This is an optimization exercise on Yosys and OpenROAD, whose aim is small area, not a production implementation. Where RTL was checked, it was by simulation tests only, not by an equivalence proof against the original. The RTL of run 1 was laid out without a check of its function. Power figures rest on the tool's default switching activity, not on a simulated workload.

<file path="design/flow/config.mk">
export PLATFORM = sky130hd
export DESIGN_NAME = I2CDevice
export DESIGN_NICKNAME = I2CDevice
export VERILOG_FILES = /design/flow/design.v
export SDC_FILE = /design/flow/constraint.sdc
export NUM_CORES = 4
export LEC_CHECK = 0
export CAP_MARGIN = 20
export CORE_MARGIN = 2
export CORE_UTILIZATION = 60
export CTS_BUF_LIST = sky130_fd_sc_hd__clkbuf_4 sky130_fd_sc_hd__clkbuf_8
export SLEW_MARGIN = 20
export SYNTH_HIERARCHICAL = 1
</file>
<file path="design/flow/constraint.sdc">
create_clock -name core_clock -period 5.0 [get_ports {i_clk}]
set_input_delay 1.0000 -clock core_clock [delete_from_list [all_inputs] [get_ports {i_clk}]]
set_output_delay 1.0000 -clock core_clock [all_outputs]
set_load 0.01 [all_outputs]
</file>
<file path="design/flow/design.v">
module DebounceFilter(
	input i_clk,
	input i_rst,
	input i_rst_n,
	input i_bouncy,
	output o_debounced);
	reg [22:0] r_count;
	reg r_state;
	wire [22:0] w_next;
	wire w_ne, w_term_n, w_clrn, w_clr, w_fb, w_sn, w_s;
	g_xor2 u_ne(.a(i_bouncy), .b(r_state), .y(w_ne));
	wire w_o0;
	g_nand4 u_o0(.a(r_count[4]), .b(r_count[5]), .c(r_count[8]), .d(r_count[9]), .y(w_o0));
	wire w_o1;
	g_nand4 u_o1(.a(r_count[10]), .b(r_count[11]), .c(r_count[14]), .d(r_count[16]), .y(w_o1));
	wire w_o2;
	g_nand3 u_o2(.a(r_count[17]), .b(r_count[18]), .c(r_count[21]), .y(w_o2));
	wire w_ones;
	g_nor3 u_ones(.a(w_o0), .b(w_o1), .c(w_o2), .y(w_ones));
	wire w_z0;
	g_nor4 u_z0(.a(r_count[6]), .b(r_count[7]), .c(r_count[12]), .d(r_count[13]), .y(w_z0));
	wire w_z1;
	g_nor4 u_z1(.a(r_count[15]), .b(r_count[19]), .c(r_count[20]), .d(r_count[22]), .y(w_z1));
	g_nand3 u_term(.a(w_ones), .b(w_z0), .c(w_z1), .y(w_term_n));
	g_nand3 u_clr(.a(i_rst_n), .b(w_ne), .c(w_term_n), .y(w_clr));
	g_inv u_clrn(.a(w_clr), .y(w_clrn));
	g_xor2 u_fb(.a(r_count[22]), .b(r_count[17]), .y(w_fb));
	g_nand2 u_n0(.a(w_fb), .b(w_clrn), .y(w_next[0]));
	g_nand2 u_n1(.a(r_count[0]), .b(w_clrn), .y(w_next[1]));
	g_nor2 u_n2(.a(r_count[1]), .b(w_clr), .y(w_next[2]));
	g_nand2 u_n3(.a(r_count[2]), .b(w_clrn), .y(w_next[3]));
	g_nand2 u_n4(.a(r_count[3]), .b(w_clrn), .y(w_next[4]));
	g_nor2 u_n5(.a(r_count[4]), .b(w_clr), .y(w_next[5]));
	g_nor2 u_n6(.a(r_count[5]), .b(w_clr), .y(w_next[6]));
	g_nand2 u_n7(.a(r_count[6]), .b(w_clrn), .y(w_next[7]));
	g_nor2 u_n8(.a(r_count[7]), .b(w_clr), .y(w_next[8]));
	g_nand2 u_n9(.a(r_count[8]), .b(w_clrn), .y(w_next[9]));
	g_nand2 u_n10(.a(r_count[9]), .b(w_clrn), .y(w_next[10]));
	g_nor2 u_n11(.a(r_count[10]), .b(w_clr), .y(w_next[11]));
	g_nand2 u_n12(.a(r_count[11]), .b(w_clrn), .y(w_next[12]));
	g_nor2 u_n13(.a(r_count[12]), .b(w_clr), .y(w_next[13]));
	g_nand2 u_n14(.a(r_count[13]), .b(w_clrn), .y(w_next[14]));
	g_nor2 u_n15(.a(r_count[14]), .b(w_clr), .y(w_next[15]));
	g_nor2 u_n16(.a(r_count[15]), .b(w_clr), .y(w_next[16]));
	g_nand2 u_n17(.a(r_count[16]), .b(w_clrn), .y(w_next[17]));
	g_nor2 u_n18(.a(r_count[17]), .b(w_clr), .y(w_next[18]));
	g_nor2 u_n19(.a(r_count[18]), .b(w_clr), .y(w_next[19]));
	g_nand2 u_n20(.a(r_count[19]), .b(w_clrn), .y(w_next[20]));
	g_nand2 u_n21(.a(r_count[20]), .b(w_clrn), .y(w_next[21]));
	g_nand2 u_n22(.a(r_count[21]), .b(w_clrn), .y(w_next[22]));
	g_mux2i u_sm(.a0(i_bouncy), .a1(r_state), .s(w_term_n), .y(w_sn));
	g_nor2 u_s(.a(w_sn), .b(i_rst), .y(w_s));
	always @(posedge i_clk)
	begin
		r_count <= w_next;
		r_state <= w_s;
	end
	assign o_debounced = r_state;
endmodule
module StateMachineI2C(
	input i_clk,
	input i_rst,
	input [3:0] i_data,
	input i_scl,
	input i_sda,
	output o_sda_oe,
	output o_sda_out,
	output [2:0] o_state);
	localparam IDLE = 3'd0;
	localparam SHIFT_ADDR = 3'd1;
	localparam ADDR_ACK = 3'd2;
	localparam DATA_RX = 3'd3;
	localparam RX_ACK = 3'd4;
	localparam DATA_TX = 3'd5;
	localparam TX_ACK = 3'd6;
	reg [2:0] r_state;
	reg [1:0] r_sda_sync, r_scl_sync;
	reg r_drive_en;
	reg r_sda_out;
	reg [3:0] r_count;
	wire w_sda_fall = r_sda_sync[1] && !r_sda_sync[0] && r_scl_sync[1];
	wire w_sda_rise = !r_sda_sync[1] && r_sda_sync[0] && r_scl_sync[1];
	wire w_scl_rise = !r_scl_sync[1] && r_scl_sync[0];
	wire w_scl_fall = r_scl_sync[1] && !r_scl_sync[0];
	wire w_shift = r_state == SHIFT_ADDR;
	wire w_rx = r_state == DATA_RX;
	wire w_tx = r_state == DATA_TX;
	wire w_txack = r_state == TX_ACK;
	wire w_last = r_count[2:0] == 3'd7;
	wire w_addr_bit = !r_count[0] && !r_count[2];
	wire w_inc = !r_count[3] && (((w_shift || w_rx) && w_scl_rise) || (w_tx && w_scl_fall)
		|| (w_txack && w_scl_rise && !r_sda_sync[0]));
	wire w_wrap = r_count[3] && (w_shift || w_rx || (w_tx && w_scl_fall));
	always @(posedge i_clk)
	begin
		if (w_sda_fall)
			r_count <= 4'd0;
		else if (w_inc)
			r_count <= (r_count + 4'd1) | {3'b000, w_shift && w_last && r_sda_sync[1]};
		else if (w_wrap)
			r_count <= {3'b000, r_count[0]};
	end
	always @(posedge i_clk)
	begin
		if (w_sda_fall)
			r_sda_out <= 1'b1;
		else if (!w_sda_rise)
		begin
			if (w_shift)
			begin
				if (w_scl_rise && !r_count[3] && !w_last)
					r_sda_out <= r_sda_out & (r_sda_sync[1] == w_addr_bit);
			end
			else if (w_scl_fall)
				r_sda_out <= w_tx & r_count[2] & i_data[~r_count[1:0]];
		end
	end
	always @(posedge i_clk)
	begin
		if (i_rst)
		begin
			r_state <= IDLE;
			r_drive_en <= 1'b0;
		end
		else if (w_sda_fall)
		begin
			r_state <= SHIFT_ADDR;
			r_drive_en <= 1'b0;
		end
		else if (w_sda_rise)
			r_state <= IDLE;
		else
		begin
			case (r_state)
			IDLE:
				r_drive_en <= 1'b0;
			SHIFT_ADDR:
				if (r_count[3])
					r_state <= ADDR_ACK;
			ADDR_ACK:
				if (w_scl_fall)
				begin
					if (!r_drive_en)
					begin
						r_drive_en <= r_sda_out;
						if (!r_sda_out)
							r_state <= IDLE;
					end
					else
					begin
						r_drive_en <= r_count[0];
						r_state <= r_count[0] ? DATA_TX : DATA_RX;
					end
				end
			DATA_RX:
				if (r_count[3])
					r_state <= RX_ACK;
			RX_ACK:
				if (w_scl_fall)
				begin
					r_drive_en <= !r_drive_en;
					if (r_drive_en)
						r_state <= DATA_RX;
				end
			DATA_TX:
				if (w_scl_fall && r_count[3])
				begin
					r_drive_en <= 1'b0;
					r_state <= TX_ACK;
				end
			TX_ACK:
				if (w_scl_rise)
					r_state <= r_sda_sync[0] ? IDLE : DATA_TX;
			default:
				r_state <= IDLE;
			endcase
		end
	end
	always @(posedge i_clk)
	begin
		r_sda_sync[0] <= i_sda;
		r_scl_sync[0] <= i_scl;
		r_sda_sync[1] <= r_sda_sync[0];
		r_scl_sync[1] <= r_scl_sync[0];
	end
	assign o_sda_oe = r_drive_en;
	assign o_sda_out = r_sda_out;
	assign o_state = r_state;
endmodule
module I2CDevice(
	input i_clk,
	input i_rst,
	input [3:0] i_sw,
	input i_scl,
	input i_sda,
	output o_sda_oe,
	output o_sda_out,
	output [7:0] o_led);
	wire [3:0] w_sw;
	wire [2:0] w_state;
	wire w_rst_n;
	g_inv u_rst_n(.a(i_rst), .y(w_rst_n));
	StateMachineI2C state_inst(
		.i_clk(i_clk),
		.i_rst(i_rst),
		.i_data(w_sw),
		.i_scl(i_scl),
		.i_sda(i_sda),
		.o_sda_oe(o_sda_oe),
		.o_sda_out(o_sda_out),
		.o_state(w_state));
	DebounceFilter debounce_sw0(.i_clk(i_clk), .i_rst(i_rst), .i_rst_n(w_rst_n), .i_bouncy(i_sw[0]), .o_debounced(w_sw[0]));
	DebounceFilter debounce_sw1(.i_clk(i_clk), .i_rst(i_rst), .i_rst_n(w_rst_n), .i_bouncy(i_sw[1]), .o_debounced(w_sw[1]));
	DebounceFilter debounce_sw2(.i_clk(i_clk), .i_rst(i_rst), .i_rst_n(w_rst_n), .i_bouncy(i_sw[2]), .o_debounced(w_sw[2]));
	DebounceFilter debounce_sw3(.i_clk(i_clk), .i_rst(i_rst), .i_rst_n(w_rst_n), .i_bouncy(i_sw[3]), .o_debounced(w_sw[3]));
	assign o_led = {5'b00000, w_state};
endmodule
module g_inv(input a, output y); assign y = ~a; endmodule
module g_nand2(input a, input b, output y); assign y = ~(a & b); endmodule
module g_nor2(input a, input b, output y); assign y = ~(a | b); endmodule
module g_nand3(input a, input b, input c, output y); assign y = ~(a & b & c); endmodule
module g_nor3(input a, input b, input c, output y); assign y = ~(a | b | c); endmodule
module g_nand4(input a, input b, input c, input d, output y); assign y = ~(a & b & c & d); endmodule
module g_nor4(input a, input b, input c, input d, output y); assign y = ~(a | b | c | d); endmodule
module g_and4(input a, input b, input c, input d, output y); assign y = a & b & c & d; endmodule
module g_xor2(input a, input b, output y); assign y = a ^ b; endmodule
module g_xnor2(input a, input b, output y); assign y = ~(a ^ b); endmodule
module g_mux2i(input a0, input a1, input s, output y); assign y = ~(s ? a1 : a0); endmodule
</file>
<file path="design/flow/flow/run.sh">
#!/bin/bash
# Standard ORFS layout (the standard.sh, standard synthesis unchanged) with
# area-oriented knobs: minimum-size port buffers, no CTS dummy loads, and
# power (area) recovery after global routing.
set -euo pipefail
export BUFFER_PORTS_ARGS="-buffer_cell sky130_fd_sc_hd__buf_1"
export CTS_ARGS="-sink_clustering_enable -repair_clock_nets -dont_use_dummy_load -buf_list {sky130_fd_sc_hd__clkbuf_4 sky130_fd_sc_hd__clkbuf_8}"
export RECOVER_POWER=100
bash standard.sh > standard_flow.log 2>&1
</file>
<file path="design/flow/standard.sh">
#!/bin/bash
# synth_recipe.tcl (not shown) runs the flow's synth.tcl, then flattens the netlist and writes it again
# the make line also repeats each setting of config.mk as NAME=value (left out here)
make -C /OpenROAD-flow-scripts/flow DESIGN_CONFIG=/design/flow/config.mk WORK_HOME=/design/flow/orfs CLKGATE_MAP_FILE= SYNTH_SCRIPT=/design/flow/synth_recipe.tcl "${@:-finish}"
</file>
==> results of run 1 <==
final timing paths:
check / start / endpoint / slack (ps)
worst max register to register: state_inst.r_state[1] / state_inst.r_state[1] / 2820
worst min register to register: debounce_sw3.r_count[2] / debounce_sw3.r_count[3] / 360
worst min-delay path: debounce_sw3.r_count[2] / debounce_sw3.r_count[3] / 360
worst max-delay path: state_inst.r_state[2] / o_led[2] / 2790
cell usage in the layout (no fill, tap or decap), drive strengths merged, types with 4 or more instances in the layout:
cell type / instances
nand2b: 6
a21oi: 4
a31oi: 4
o21ai: 5
inv: 9
buf: 11
nor4: 10
nor3: 6
xor2: 10
nand4: 8
nor2: 54
nand2: 61
a21o: 4
conb: 5
nand3: 16
mux2i: 6
dfxtp: 109
clkbuf: 10
Yosys stat by module, one instance, submodules excluded:
module | area (um^2) | copies in the design
g_mux2i | 10.0 | 4
I2CDevice | 41.3 | 1
g_nand4 | 6.26 | 8
g_nand3 | 5.00 | 12
DebounceFilter | 480 | 4
g_nor4 | 12.5 | 8
g_nor3 | 10.0 | 4
StateMachineI2C | 853 | 1
g_inv | 3.75 | 5
g_xor2 | 8.76 | 8
g_nand2 | 3.75 | 52
g_nor2 | 3.75 | 44
layout make-up:
cell class	count	area, um^2	share of cell area (%)
inverters	9	33.8	0.901
repair buffers	12	45.0	1.20
clock buffers	9	124	3.30
flip-flops and latches	109	2180	58.2
well taps	75	93.8	2.50
multi-input cells	228	1270	33.9
metrics by stage:
step           hold WS [ps]  area [um^2]  util [%]  std cells
6_report                357         3750      64.5        442
2_1_floorplan           352         3570         -        356
3_5_place_dp            356         3650      62.8        433
5_1_grt                 372         3750      64.5        442
4_1_cts                 358         3770      64.9        442
3_3_place_gp            354         3650      62.8        433
cells in the mapped netlist (all sizes together), types with 4 or more instances:
cell type | count | area share, %
mux2i | 6 | 1.7
a21o | 4 | 0.84
nand2b | 6 | 1.3
a21oi | 4 | 0.56
nand4 | 8 | 1.4
xor2 | 10 | 2.5
dfxtp | 109 | 61
nand2 | 61 | 6.4
inv | 9 | 0.95
nand3 | 16 | 2.3
o21ai | 5 | 0.70
nor4 | 10 | 3.2
nor3 | 6 | 1.4
nor2 | 54 | 5.7
buf | 9 | 1.6
a31oi | 4 | 0.70
report_power, final:
group	internal [mW]	total [mW]	switching, mW
clock	0.162	0.403	0.241
combinational	0.0203	0.0542	0.0339
sequential	0.896	0.918	0.0222
sequential cells by signal, indices dropped and copies added (netlist names):
signal / cells
debounce_sw0.r_state: 1
debounce_sw1.r_count: 23
debounce_sw2.r_state: 1
debounce_sw3.r_count: 23
state_inst.r_sda_sync: 2
debounce_sw0.r_count: 23
state_inst.r_sda_out: 1
state_inst.r_drive_en: 1
state_inst.r_state: 3
state_inst.r_scl_sync: 2
state_inst.r_count: 4
debounce_sw3.r_state: 1
debounce_sw1.r_state: 1
debounce_sw2.r_count: 23
kinds of logic after synthesis:
kind of cell / synth area share, %
muxes: 2.32
buffers and inverters: 2.64
adders and majority gates: 0.704
and+or+nand+nor: 24.8
xor gates and xnor gates: 2.46
other: 0.105
DFF: 61.4
AOI/OAI and AO/OA: 5.59
metal layers:
layer | global-route usage (%) | up-vias | part of all wire (%)
li1 | - | 1205 | -
met1 | 26.4 | 1058 | 51
met2 | 28.6 | 38 | 43
met3 | 7.22 | 10 | 4.3
met4 | 8.14 | 0 | 1.8
met5 | 0 | - | 0
==> results.py, run 1 <==
metrics = {
    "sta": {
        "finalSetupTns_ps": 0,
        "fmaxAchievable_ghz": 0.452,
        "finalHoldViolations": 0,
        "setup-violations-final": 0,
        "fin_worst_skew_ps": 26.1,
        "worstMarginPinSlew_ps": 552,
        "fin_crit_sh_pct": 44.2,
        "maxSlewViolCount": 0,
        "fin_ws_ps": 2790,
        "grt_setup_unrepaired": "no",
        "fin_crit_ps": 2210,
        "slew_headroom_pct": 63.1,
    },
    "routing": {
        "wl_per_cell_um": 13.1,
        "dr.pass1.iters": 4,
        "ant_nets": 0,
        "num_vias": 2311,
        "drt_iter0_markers": 76,
        "drc": 0,
        "routed_wl_um": 5770,
        "post_drt_via_cell_ratio": 5.23,
    },
    "yosys": {
        "synth_warnings": 8,
        "async_flop_share_pct": 0,
        "avgSynthCellArea_um2": 10.1,
        "syn_inst": 352,
        "synthDistinctLibCells": 47,
        "synth_ff_type": "dfxtp_1",
        "syn-cell-area_mm2": 0.00356,
        "ys_seq_elements": 109,
        "synth-edff-count": 0,
        "yosysSeqAreaShare_pct": 61.4,
    },
    "clocking": {
        "clk_pin_slew_worst_paths_ps": 90,
        "cts-hold-fix-buffers": 0,
        "cts_tree": "done",
        "cts_setup_buffers": 0,
        "htree_levels": 3,
        "clock_latency_ps": 360,
        "cts-root-buf": "clkbuf_8",
        "clockBufferDepth": 2,
        "tritoncts.num_buffers": 9,
        "post_cts_resized": 0,
        "cts_sinks": 109,
    },
    "worst_setup_path": {
        "crit_required_ps": 4000,
        "cpLargestDelayFamily": "flip-flops",
        "crit_path_max_incr_delay_ps": 670,
        "crit_buf_inv": 1,
        "crit_chain": "buf_1",
        "cp-start-kind": "flop",
        "critPathCaptureType": "output pin",
        "crit_type": "flop to output pin",
        "cpMaxStageDelayCell": "dfxtp_1",
        "reg2reg_depth": 5,
        "arrival_ps": 1210,
        "cp_num_cells": 1,
        "worstPathMaxFanout": 18,
    },
    "floorplan": {
        "coreArea_mm2": 0.00582,
        "die_y_um": 81.0,
        "dieArea_mm2": 0.00656,
        "die_x_um": 81.0,
        "initial_core_util_pct": 61.1,
        "io_pins": 18,
        "rows": 28,
    },
    "grt": {
        "gr-total-overflow": 0,
        "grt_pass1_wl_um": 9680,
        "grt_util_all_layers_pct": 19.6,
        "grt_pass1_vias": 2135,
        "grt_max_degree": 19,
        "grt_antenna_before_repair": 0,
    },
    "final_layout": {
        "layout.nets": 379,
        "diodes": 0,
        "area_delta_synth_final_pct": 5.49,
        "fill_cells": 494,
        "post_route_cells_drive_above_1_share_pct": 5.99,
    },
    "power": {
        "p_leak_nw": 1.45,
        "peakVddDrop_v": 0.000260,
        "power_density_mw_per_mm2": 367,
        "power_mw": 1.38,
    },
    "worst_hold_path": {
        "whs_path_depth": 1,
        "min_path_type": "flop to flop",
    },
    "placement": {
        "hpwl_um": 4010,
        "place_congestion": 0.806,
        "placement.io_buffers": 12,
        "place_ws_ps": 2610,
    },
    "run_status": {
        "status": "timing/DRC/antenna clean",
    },
    "job": {
        "max_cap_viol_count": 0,
    },
}
==> run 2: changes to the inputs <==
--- a/design/flow/design.v
+++ b/design/flow/design.v
@@ -66,122 +66,52 @@
 	output o_sda_oe,
 	output o_sda_out,
 	output [2:0] o_state);
-	localparam IDLE = 3'd0;
-	localparam SHIFT_ADDR = 3'd1;
-	localparam ADDR_ACK = 3'd2;
-	localparam DATA_RX = 3'd3;
-	localparam RX_ACK = 3'd4;
-	localparam DATA_TX = 3'd5;
-	localparam TX_ACK = 3'd6;
 	reg [2:0] r_state;
 	reg [1:0] r_sda_sync, r_scl_sync;
 	reg r_drive_en;
 	reg r_sda_out;
 	reg [3:0] r_count;
-	wire w_sda_fall = r_sda_sync[1] && !r_sda_sync[0] && r_scl_sync[1];
-	wire w_sda_rise = !r_sda_sync[1] && r_sda_sync[0] && r_scl_sync[1];
-	wire w_scl_rise = !r_scl_sync[1] && r_scl_sync[0];
-	wire w_scl_fall = r_scl_sync[1] && !r_scl_sync[0];
-	wire w_shift = r_state == SHIFT_ADDR;
-	wire w_rx = r_state == DATA_RX;
-	wire w_tx = r_state == DATA_TX;
-	wire w_txack = r_state == TX_ACK;
-	wire w_last = r_count[2:0] == 3'd7;
-	wire w_addr_bit = !r_count[0] && !r_count[2];
-	wire w_inc = !r_count[3] && (((w_shift || w_rx) && w_scl_rise) || (w_tx && w_scl_fall)
-		|| (w_txack && w_scl_rise && !r_sda_sync[0]));
-	wire w_wrap = r_count[3] && (w_shift || w_rx || (w_tx && w_scl_fall));
+	wire a0 = r_sda_sync[0], a1 = r_sda_sync[1];
+	wire k0 = r_scl_sync[0], k1 = r_scl_sync[1];
+	wire b0 = r_state[0], b1 = r_state[1], b2 = r_state[2];
+	wire n0 = r_count[0], n1 = r_count[1], n2 = r_count[2], n3 = r_count[3];
+	wire de = r_drive_en, so = r_sda_out;
+	wire w_start = k1 & a1 & !a0;
+	wire w_stop = k1 & !a1 & a0;
+	wire w_keep = !(i_rst | (k1 & (a1 ^ a0)));    
+	wire w_rise = !k1 & k0;
+	wire w_fall = k1 & !k0 & !(a0 & !a1);         
+	wire q = n3 & (!b2 | w_fall);
+	wire fde = w_fall & de;
+	wire s_aack = b1 & !b2, s_rxack = b2 & !b1, s_txack = b1 & b2;    
+	wire n_0 = b0 ? !q : ((s_aack | s_rxack) & fde) | (s_txack & w_rise & !a0);
+	wire n_1 = b0 ? (b1 ^ q) : (s_aack & (!w_fall | (de ? !n0 : so))) | (s_rxack & fde) | (s_txack & !w_rise);
+	wire n_2 = b0 ? (b2 | (b1 & q)) : (s_aack & fde & n0) | (s_rxack & !fde) | (s_txack & !(w_rise & a0));
+	wire ev = !n3 & ((w_rise & ((!b2 & b0) | (s_txack & !b0 & !a0))) | (w_fall & b2 & b0));
+	wire e3 = ev & n0 & n1 & n2;
+	wire [3:0] w_count;
+	assign w_count[0] = (n0 ^ ev) | (e3 & !b2 & !b1 & a1);
+	assign w_count[1] = n1 ^ (ev & n0);
+	assign w_count[2] = n2 ^ (ev & n0 & n1);
+	assign w_count[3] = (n3 & b2 & !w_fall) | e3;
+	wire s_idle = !b2 & !b1 & !b0;
+	wire w_de_fall = b0 ? (b2 & de & !n3) : ((s_aack & (de ? n0 : so)) | (s_rxack & !de));
+	wire w_de = w_fall ? w_de_fall : (de & !s_idle);
+	wire s_shift = b0 & !b1 & !b2;
+	wire w_so_shift = w_rise & !n3 & !(n0 & n1 & n2);
+	wire w_addr_bit = !n0 & !n2;    
+	wire w_so = s_shift ? (w_so_shift ? (so & (a1 == w_addr_bit)) : so)
+		: (w_fall ? (b2 & b0 & n2 & i_data[~r_count[1:0]]) : so);
 	always @(posedge i_clk)
 	begin
-		if (w_sda_fall)
-			r_count <= 4'd0;
-		else if (w_inc)
-			r_count <= (r_count + 4'd1) | {3'b000, w_shift && w_last && r_sda_sync[1]};
-		else if (w_wrap)
-			r_count <= {3'b000, r_count[0]};
-	end
-	always @(posedge i_clk)
-	begin
-		if (w_sda_fall)
-			r_sda_out <= 1'b1;
-		else if (!w_sda_rise)
-		begin
-			if (w_shift)
-			begin
-				if (w_scl_rise && !r_count[3] && !w_last)
-					r_sda_out <= r_sda_out & (r_sda_sync[1] == w_addr_bit);
-			end
-			else if (w_scl_fall)
-				r_sda_out <= w_tx & r_count[2] & i_data[~r_count[1:0]];
-		end
-	end
-	always @(posedge i_clk)
-	begin
-		if (i_rst)
-		begin
-			r_state <= IDLE;
-			r_drive_en <= 1'b0;
-		end
-		else if (w_sda_fall)
-		begin
-			r_state <= SHIFT_ADDR;
-			r_drive_en <= 1'b0;
-		end
-		else if (w_sda_rise)
-			r_state <= IDLE;
-		else
-		begin
-			case (r_state)
-			IDLE:
-				r_drive_en <= 1'b0;
-			SHIFT_ADDR:
-				if (r_count[3])
-					r_state <= ADDR_ACK;
-			ADDR_ACK:
-				if (w_scl_fall)
-				begin
-					if (!r_drive_en)
-					begin
-						r_drive_en <= r_sda_out;
-						if (!r_sda_out)
-							r_state <= IDLE;
-					end
-					else
-					begin
-						r_drive_en <= r_count[0];
-						r_state <= r_count[0] ? DATA_TX : DATA_RX;
-					end
-				end
-			DATA_RX:
-				if (r_count[3])
-					r_state <= RX_ACK;
-			RX_ACK:
-				if (w_scl_fall)
-				begin
-					r_drive_en <= !r_drive_en;
-					if (r_drive_en)
-						r_state <= DATA_RX;
-				end
-			DATA_TX:
-				if (w_scl_fall && r_count[3])
-				begin
-					r_drive_en <= 1'b0;
-					r_state <= TX_ACK;
-				end
-			TX_ACK:
-				if (w_scl_rise)
-					r_state <= r_sda_sync[0] ? IDLE : DATA_TX;
-			default:
-				r_state <= IDLE;
-			endcase
-		end
-	end
-	always @(posedge i_clk)
-	begin
-		r_sda_sync[0] <= i_sda;
-		r_scl_sync[0] <= i_scl;
-		r_sda_sync[1] <= r_sda_sync[0];
-		r_scl_sync[1] <= r_scl_sync[0];
+		r_state[2] <= w_keep & n_2;
+		r_state[1] <= w_keep & n_1;
+		r_state[0] <= !i_rst & !w_stop & (w_start | n_0);
+		r_count <= w_start ? 4'd0 : w_count;
+		r_drive_en <= !i_rst & !w_start & w_de;
+		r_sda_out <= w_start | w_so;
+		r_sda_sync <= {r_sda_sync[0], i_sda};
+		r_scl_sync <= {r_scl_sync[0], i_scl};
 	end
 	assign o_sda_oe = r_drive_en;
 	assign o_sda_out = r_sda_out;
==> design/flow/flow/run.sh (replaced) <==
#!/bin/bash
# Standard ORFS layout (the standard.sh, standard synthesis unchanged) with
# area-oriented knobs: minimum-size port buffers, combinational cells downsized
# before repair_design, no CTS dummy loads, and power (area) recovery after
# global routing. The full log of each ORFS step is in orfs/logs/; this
# script's own output is in standard_flow.log.
set -euo pipefail
export BUFFER_PORTS_ARGS="-buffer_cell sky130_fd_sc_hd__buf_1"
export PRE_RESIZE_TCL="$PWD/flow/downsize.tcl"
export CTS_ARGS="-sink_clustering_enable -repair_clock_nets -dont_use_dummy_load -buf_list {sky130_fd_sc_hd__clkbuf_4 sky130_fd_sc_hd__clkbuf_8}"
export RECOVER_POWER=100
bash standard.sh > standard_flow.log 2>&1
==> design/flow/flow/downsize.tcl (new file) <==
# Area recovery before repair_design: give every combinational cell the
# smallest drive strength of its own function (same cell family), skipping
# flip-flops, clock cells, tap/fill cells and don't-use cells. repair_design,
# which runs next, upsizes or buffers again wherever slew or capacitance
# needs it, and timing repair follows later in the flow.
set db [ord::get_db]
set block [[$db getChip] getBlock]
set dont_use [split $::env(DONT_USE_CELLS)]
set masters {}
foreach lib [$db getLibs] {
  foreach m [$lib getMasters] {
    dict set masters [$m getName] $m
  }
}
set n 0
foreach inst [$block getInsts] {
  set m [$inst getMaster]
  set name [$m getName]
  if {![regexp {^(sky130_fd_sc_hd__[a-z0-9]+)_([0-9]+)$} $name -> base drv]} { continue }
  if {[regexp {df|dl|clk|tap|fill|decap|conb|probe|lpflow|sdf|buf} $base]} { continue }
  set best $name
  set bestw [$m getWidth]
  dict for {cn cm} $masters {
    if {![regexp "^${base}_\[0-9\]+\$" $cn]} { continue }
    if {[lsearch -exact $dont_use $cn] >= 0} { continue }
    if {[$cm getWidth] < $bestw} { set best $cn; set bestw [$cm getWidth] }
  }
  if {$best ne $name} {
    replace_cell [$inst getName] $best
    incr n
  }
}
puts "downsize: resized $n instances"
==> run 2 against run 1 <==
Global-route usage fell by 0.17 points. Critical path depth grew 9. Utilization is 0.37 points higher. First-iteration DRC count decreased by 14%. Clock skew decreased by 4.9 ps. Still clean. Sequential share of layout area increased by 2.2 points.
==> results.py, run 2 <==
metrics = {
    "grt": {
        "grt_pass1_vias": 2131,
        "grt_pass1_wl_um": 9540,
        "grt_util_all_layers_pct": 19.5,
        "gr-total-overflow": 0,
        "grt_antenna_before_repair": 0,
        "grt_max_degree": 20,
    },
    "yosys": {
        "synth-edff-count": 0,
        "synth_ff_type": "dfxtp_1",
        "synthAdderAreaFrac_pct": 3.19,
        "synthXorXnorAreaFrac_pct": 1.99,
        "synth_top_area_cell": "dfxtp_1",
        "synthDistinctLibCells": 45,
        "synthTopCellsByCount": "109 x dfxtp_1, 56 x nand2_1, 49 x nor2_1, 15 x nand3_1, 11 x inv_1",
        "ys_seq_elements": 109,
        "syn_inst": 336,
        "synth-simple-area-share_pct": 21.8,
        "synth_top_cell_area_share_pct": 61.9,
        "synth_warnings": 8,
        "synth_compound_area_share_pct": 5.68,
        "muxShareOfSynthArea_pct": 1.77,
        "synth_top_family_by_area": "simple AND/OR/NAND/NOR gates",
        "avgSynthCellArea_um2": 10.5,
        "syn-cell-area_mm2": 0.00352,
        "yosysSeqAreaShare_pct": 61.9,
        "yosys-top-cells-area": "dfxtp_1 62%, nand2_1 6.0%, nor2_1 5.2%, ha_1 3.2%, nor4_2 2.8%",
        "async_flop_share_pct": 0,
        "synth_most_common_cell": "dfxtp_1",
    },
    "worst_setup_path": {
        "arrival_ps": 2620,
        "critPathMostFrequentCell": "ha_1",
        "crit_chain": "inv_1 > ha_1 > or3b_1 > nand2_1 > o21ai_0 > a211oi_1 > ha_1 > ha_1 > ha_1 > nor2b_1",
        "cpMaxStageDelayCell": "or3b_1",
        "worstPathMaxFanout": 7,
        "cp-start-kind": "flop",
        "crit_path_max_incr_delay_ps": 460,
        "crit_type": "flop to flop",
        "critPathCaptureType": "flop",
        "crit_required_ps": 5220,
    },
    "routing": {
        "drt_iter0_markers": 65,
        "routed_wl_um": 5590,
        "dr.pass1.iters": 4,
        "drc": 0,
        "num_vias": 2221,
        "wl_per_cell_um": 13.2,
        "post_drt_via_cell_ratio": 5.26,
        "ant_nets": 0,
    },
    "clocking": {
        "post_cts_resized": 0,
        "clk_pin_slew_worst_paths_ps": 70,
        "clock_latency_ps": 340,
        "cts_tree": "done",
        "cts_sinks": 109,
        "cts-root-buf": "clkbuf_8",
        "cts-hold-fix-buffers": 0,
        "clockBufferDepth": 2,
        "cts_setup_buffers": 0,
        "htree_levels": 3,
        "tritoncts.num_buffers": 9,
    },
    "power": {
        "internal_power_mw": 1.09,
        "power_density_mw_per_mm2": 388,
        "seq_power_share_pct": 66.6,
        "switchingPower_mw": 0.308,
        "p_leak_nw": 1.46,
        "power.share.combinational_pct": 5.1,
        "peakVddDrop_v": 0.000295,
        "p_clk_share_pct": 28.3,
        "swShare_pct": 22.0,
    },
    "final_layout": {
        "diodes": 0,
        "post_route_cells_drive_above_1_share_pct": 3.14,
        "final_common_cell": "dfxtp_1",
        "area_delta_synth_final_pct": 2.59,
        "fill_cells": 486,
        "mostFrequentLayoutCells": "109 x dfxtp_1, 57 x nand2_1, 49 x nor2_1, 15 x nand3_1",
        "layout.nets": 369,
    },
    "placement": {
        "place_congestion": 0.871,
        "placement.io_buffers": 12,
        "hpwl_um": 3810,
    },
    "job": {
        "max_cap_viol_count": 0,
    },
    "floorplan": {
        "rows": 27,
        "die_x_um": 80.6,
        "io_pins": 18,
        "coreArea_mm2": 0.00557,
        "die_y_um": 80.6,
        "dieArea_mm2": 0.00650,
        "initial_core_util_pct": 63.2,
    },
    "sta": {
        "fin_crit_ps": 2400,
        "grt_setup_unrepaired": "no",
        "finalSetupTns_ps": 0,
        "maxSlewViolCount": 0,
        "fin_crit_sh_pct": 47.9,
        "setup-violations-final": 0,
        "fmaxAchievable_ghz": 0.417,
        "finalHoldViolations": 0,
        "hold_ws_ps": 371,
        "fin_worst_skew_ps": 21.2,
    },
    "worst_hold_path": {
        "min_path_type": "flop to flop",
    },
    "run_status": {
        "status": "timing/DRC/antenna clean",
    },
}
[run 2: changes by cell type after synthesis, sizes merged, moves of 3 or more]
cell	previous run	this run
ha	2	9
nor2	54	49
nand2	61	57
a21o	4	1
inv	9	12
nand2b	6	3
[run 2: cells by family (layout without fill, tap and decap cells)]
kind of cell             Yosys count  count (layout)
XOR/XNOR                           8               8
flip-flops                       109             109
AO/OA/AOI/OAI                     27              27
multiplexers                       5               5
buffers and inverters             23              33
other                              1               5
AND/OR/NAND/NOR                  154             154
adder cells (fa/ha/maj)            9               9
[run 2: Yosys stat by module (local to each module, per instance), excerpt]
module	cell area, um^2	copies in the design	flops+latches
g_nand2	3.75	52	0
g_inv	3.75	5	0
g_xor2	8.76	8	0
g_nor4	12.5	8	0
DebounceFilter	480	4	24
g_nand3	5.00	12	0
StateMachineI2C	822	1	13
[run 2: worst paths after layout]
check,cells after the start,start,to,slack (ps)
max,10,state_inst.r_sda_sync[1],state_inst.r_count[2],2600
min,1,debounce_sw3.r_count[0],debounce_sw3.r_count[1],370
max reg2reg,10,state_inst.r_sda_sync[1],state_inst.r_count[2],2600
min reg2reg,1,debounce_sw3.r_count[0],debounce_sw3.r_count[1],370
[run 2: per-layer routing]
metal | vias to the layer above | global-route usage (%) | wire length, um
li1 | 1135 | - | -
met1 | 1041 | 25.5 | 2760
met3 | 8 | 6.74 | 206
met2 | 37 | 29.6 | 2560
met4 | 0 | 7.46 | 61
met5 | - | 0 | 0
[run 2: worst max-delay path, delay by kind of cell (launching register included)]
kind            cells  cell delay [ps]
simple gates        3              720
buf+inv             1              100
compound gates      2              350
flops               1              360
fa+ha+maj           4              740
[run 2: power groups by stage]
stage / Sequential, mW / Combinational, mW / Clock, mW
floorplan: 0.947 / 0.0627 / 0
global placement: 0.956 / 0.0747 / 0
detailed placement: 0.955 / 0.0715 / 0
CTS: 0.935 / 0.0725 / 0.414
global route: 0.940 / 0.0829 / 0.445
finish: 0.935 / 0.0719 / 0.397
[run 2: metrics by stage]
step	cells	util [%]	setup WS (ps)	area, um^2	total power, mW
4_1_cts	422	64.9	2610	3620	1.42
6_report	422	64.9	2600	3620	1.40
3_5_place_dp	413	62.6	2580	3490	1.03
3_3_place_gp	413	64.5	2600	3590	1.03
2_1_floorplan	340	-	2860	3540	1.01
5_1_grt	422	64.9	2350	3620	1.47
[run 2: layout make-up]
class                      instances  area (um^2)  share of cell area [%]
clock buffer                       9          124                    3.43
timing repair buffer              12         45.0                    1.25
sequential                       109         2180                    60.3
multi-input combinational        208         1130                    31.2
tap                               72         90.1                    2.49
inverter                          12         45.0                    1.25

==> re-timing with driven ports <==
Ports are ideal in the flow. The routed layouts listed here were re-timed in OpenROAD.
Step 1 (the two cells are an assumption about what drives the block):
set clk [get_ports {i_clk}]
set_driving_cell -lib_cell sky130_fd_sc_hd__clkbuf_16 $clk
set_driving_cell -lib_cell sky130_fd_sc_hd__buf_2 [delete_from_list [all_inputs] $clk]
Step 2 times the ports against the registers' clock, not the clock port: input delays grow and output delays shrink by t, the midpoint of the rising clock arrivals with the driver on.
Three values: no drivers, after step 1, after step 2; two values: the first two.
run | shift t [ns] | setup slack, ns | worst register clock-pin slew, ns
run 1 | 0.376 | 2.790 / 2.760 / 2.619 | 0.10 / 0.10
run 2 | 0.364 | 2.604 / 2.604 / 2.572 | 0.09 / 0.09
After both steps every run listed still meets setup and hold. The setup slack of run 1, which loses most, moves by -0.030 ns with the drivers and by -0.171 ns with both steps.
